What follows belongs to an exercise in optimizing a design on an open flow for small area and a short achievable clock period; a production flow would make more cautious choices. Only simulation tests tie the RTL to the original design; equivalence was not proved. Power figures rest on the tool's default switching activity, not on a simulated workload.

==> flow/design.v (excerpt) <==
module RGB_to_Gray(input CLK, input [7:0] R, input [7:0] G, input [7:0] B, input In_Valid, output reg [7:0] Gray, output reg Out_Valid);
==> flow/config.mk <==
export PLATFORM = sky130hd
export DESIGN_NAME = RGB_to_Gray
export DESIGN_NICKNAME = RGB_to_Gray
export VERILOG_FILES = /design/flow/design.v
export SDC_FILE = /design/flow/constraint.sdc
export NUM_CORES = 8
export LEC_CHECK = 0
export CAP_MARGIN = 20
export CORE_MARGIN = 2
export CORE_UTILIZATION = 75
export PLACE_DENSITY = 0.85
export SLEW_MARGIN = 20
export SYNTH_HIERARCHICAL = 1
export SYNTH_MINIMUM_KEEP_SIZE = 0
==> flow/constraint.sdc <==
create_clock -name core_clock -period 16.0 [get_ports {CLK}]
set_input_delay 3.2000 -clock core_clock [delete_from_list [all_inputs] [get_ports {CLK}]]
set_output_delay 3.2000 -clock core_clock [all_outputs]
set_load 0.01 [all_outputs]
standard.sh (not shown) runs the stock make flow with config.mk's settings and CLKGATE_MAP_FILE= SYNTH_SCRIPT=/design/flow/synth_recipe.tcl, a recipe that flattens the netlist after the stock synthesis.
==> flow/flow/run.sh <==
#!/bin/bash
# Standard ORFS layout with the standard synthesis unchanged. Port buffers are
# sky130_fd_sc_hd__buf_2, and timing repair is asked to reach a setup slack of
# 11.95 ns at the design's own clock period and constraints.
set -euo pipefail
export SETUP_SLACK_MARGIN=11.95
export BUFFER_PORTS_ARGS="-buffer_cell sky130_fd_sc_hd__buf_2"
bash standard.sh synth > synth.log 2>&1
bash standard.sh > layout.log 2>&1
The first run produced a clean layout.
Next try:
--- a/flow/flow/run.sh
+++ b/flow/flow/run.sh
@@ -3,5 +3,5 @@
 # sky130_fd_sc_hd__buf_2, and timing repair is asked to reach a setup slack of
-# 11.95 ns at the design's own clock period and constraints.
+# 11.90 ns at the design's own clock period and constraints.
 set -euo pipefail
-export SETUP_SLACK_MARGIN=11.95
+export SETUP_SLACK_MARGIN=11.90
 export BUFFER_PORTS_ARGS="-buffer_cell sky130_fd_sc_hd__buf_2"
Settings changed: CORE_UTILIZATION 75 to 60, CTS_BUF_LIST set to sky130_fd_sc_hd__clkbuf_8, PLACE_DENSITY 0.85 to 0.75.
- cell area falls by a few percent
- count of clock-buffer cells in the layout falls by 1
- worst hold slack improved by 0.0046 ns
- final cell count rises by a few percent
- sequential cell count does not change
- core utilization falls by 20 points
- power falls by about a fifth
- synthesized area does not change
- wire length falls by a quarter to a third
Next try:
--- a/flow/flow/run.sh
+++ b/flow/flow/run.sh
@@ -3,5 +3,5 @@
 # sky130_fd_sc_hd__buf_2, and timing repair is asked to reach a setup slack of
-# 11.90 ns at the design's own clock period and constraints.
+# 11.95 ns at the design's own clock period and constraints.
 set -euo pipefail
-export SETUP_SLACK_MARGIN=11.90
+export SETUP_SLACK_MARGIN=11.95
 export BUFFER_PORTS_ARGS="-buffer_cell sky130_fd_sc_hd__buf_2"
Settings changed: CORE_UTILIZATION 60 to 50, PLACE_DENSITY 0.75 to 0.65.
After rerunning:
- The new run completed with no timing, DRC or antenna violations
- wire length rises by 4.4%
- hold slack hardly moves
- final area rises by 0.37%
- power rises by 1.3%
- setup slack improved by 0.022 ns
Next try:
Settings changed: CORE_UTILIZATION 50 to 65, PLACE_DENSITY 0.65 to 0.8.
Outcome: The changed run finished with timing, DRC and antenna clean. Final area goes down by 0.42%. Global-route usage rises by 7.8 points. Total power goes up by 2.3%. Die area decreases by 22%. Setup slack gets worse by 0.013 ns. Cell count goes down by 5.5%. Area after synthesis stays the same. Clock-buffer cell count stays the same. Synthesized cell count stays the same. Clock skew climbs by 0.0054 ns.
Next try:
Settings changed: CORE_UTILIZATION 65 to 40, CTS_BUF_LIST sky130_fd_sc_hd__clkbuf_8 to not set, PLACE_DENSITY 0.8 to not set.
Sequential share of layout area decreases by 1.0 points.
Design area rises by a few percent.
Hold slack is about the same.
Next try:
--- a/flow/flow/run.sh
+++ b/flow/flow/run.sh
@@ -3,5 +3,5 @@
 # sky130_fd_sc_hd__buf_2, and timing repair is asked to reach a setup slack of
-# 11.95 ns at the design's own clock period and constraints.
+# 12.00 ns at the design's own clock period and constraints.
 set -euo pipefail
-export SETUP_SLACK_MARGIN=11.95
+export SETUP_SLACK_MARGIN=12.00
 export BUFFER_PORTS_ARGS="-buffer_cell sky130_fd_sc_hd__buf_2"
Settings changed: CORE_UTILIZATION 40 to 60, CTS_BUF_LIST set to sky130_fd_sc_hd__clkbuf_8, PLACE_DENSITY set to 0.75.
Result: The changed run passed the timing, DRC and antenna checks. Area after synthesis is unchanged. Final cell count fell by roughly a tenth. Maximum frequency fell slightly. Clock power fell by a quarter to a third. Core utilization rose by 21 points. Worst setup slack is worse by 0.035 ns.

---

== v45 ==
Another version of the RTL of RGB_to_Gray (not shown whole).
Size in the first run: about 720 cells after synthesis, roughly 110 flip-flops, about 35 I/O pins.
Settings: LEC_CHECK=0, CAP_MARGIN=20, CORE_MARGIN=2, CORE_UTILIZATION=40, SLEW_MARGIN=20, SYNTH_HIERARCHICAL=1, SYNTH_MINIMUM_KEEP_SIZE=0; clock period 16.0 ns.
==> flow/flow/run.sh <==
#!/bin/bash
# Standard ORFS layout (standard synthesis unchanged); timing repair is asked to
# reach a setup slack of 11.8 ns at the design's own clock period and constraints.
set -euo pipefail
export SETUP_SLACK_MARGIN=11.8
bash standard.sh synth > synth.log 2>&1
bash standard.sh > layout.log 2>&1
Modified inputs, v44 compared to v45
==> flow/run.sh (new file) <==
#!/bin/bash
# synth_recipe.tcl (not shown) runs the flow's synth.tcl, then flattens the netlist and writes it again
# the make line also repeats each setting of config.mk as NAME=value (left out here)
make -C /OpenROAD-flow-scripts/flow DESIGN_CONFIG=/design/flow/config.mk WORK_HOME=/design/flow/orfs CLKGATE_MAP_FILE= SYNTH_SCRIPT=/design/flow/synth_recipe.tcl finish
removed: flow/flow/run.sh
removed: flow/standard.sh
Notes after the runs:
v44 | stages: all done | timing, DRC, antenna: all pass. Per the comparison of v44 with v45, via count down 4.9%, worst stage delay on the critical path rose by 0.36 ns. Looking at switching share of total power, v44 sits 0.73 points above v45. Diff v45 -> v44: sequential cell area share moved up, final worst-path cycle share went up, number of stages on the worst setup path shows a reduction of 1, power moved down, worst setup slack after layout down 0.74 ns.
Inputs modified between v44 and v36:
==> flow/flow/run.sh (new file) <==
#!/bin/bash
# Standard ORFS layout, with timing repair asked to reach a larger setup slack
# at the design's own clock period and constraints.
set -euo pipefail
export SETUP_SLACK_MARGIN=${MARGIN:-11.6}
bash standard.sh synth > synth.log 2>&1
bash standard.sh > layout.log 2>&1
==> flow/standard.sh (new file) <==
#!/bin/bash
# synth_recipe.tcl (not shown) runs the flow's synth.tcl, then flattens the netlist and writes it again
# the make line also repeats each setting of config.mk as NAME=value (left out here)
make -C /OpenROAD-flow-scripts/flow DESIGN_CONFIG=/design/flow/config.mk WORK_HOME=/design/flow/orfs CLKGATE_MAP_FILE= SYNTH_SCRIPT=/design/flow/synth_recipe.tcl "${@:-finish}"
removed: flow/run.sh
Results
Higher growth of design area from synthesis to finish among v36 and v44: v36. From v44 to v36 the numbers moved as follows: internal power shows an increase of 0.066 mW; first-pass GRT wire length shows an increase of about 1%; setup fix buffers added after clock tree synthesis shows an increase of 26; power attributed to combinational cells shows an increase of about 8%. Compared with v44, v36 shows met3 routed wirelength that has gone up by more than 10%. Diff v44 -> v36: fraction of standard cell area in multi-input logic now sits lower, total of fill cells in the finished design now sits lower, non-clock buffer count now sits higher. Placed cell count ended up about 0.46% lower on v36 than on v44. Compared with v44, v36 instantiates a larger number of standard cells.

==> re-timing with driven ports <==
In the flow no input, the clock included, has a driving cell. The finished layouts below were timed again as built, in two steps. Step 1, drivers: a clkbuf_16 drives CLK and a buf_2 each remaining input, both assumed. Step 2 adds t to the input delays and takes it off the output delays; t is the mean of the earliest and latest rising clock arrival at the registers after step 1. Input paths then give back, and output paths get back, about the clock's delay inside the block. Three values: ideal ports, drivers, drivers and shift; two values: the first two.
run | t (ns) | slack for setup (ns) | worst setup path after step 2 | clock arrival spread, ns
the first run of note 1 | 0.463 | 11.768 / 11.768 / 11.768 | register to register | 0.008 / 0.008
the second run of note 1 | 0.504 | 11.900 / 11.860 / 12.007 | register to register | 0.019 / 0.019
the third run of note 1 | 0.488 | 11.922 / 11.883 / 12.021 | register to register | 0.012 / 0.012
the fourth run of note 1 | 0.497 | 11.909 / 11.873 / 11.978 | register to register | 0.016 / 0.016
the fifth run of note 1 | 0.478 | 11.933 / 11.895 / 11.933 | register to register | 0.021 / 0.021
the sixth run of note 1 | 0.514 | 11.899 / 11.858 / 12.013 | register to register | 0.015 / 0.015
v45 | 0.404 | 11.678 / 11.678 / 11.678 | register to register | 0.012 / 0.012
v44 | 0.402 | 10.934 / 10.934 / 10.934 | register to register | 0.015 / 0.014
v36 | 0.401 | 11.664 / 11.664 / 11.664 | register to register | 0.010 / 0.011
After both steps setup and hold are still met in every run listed.
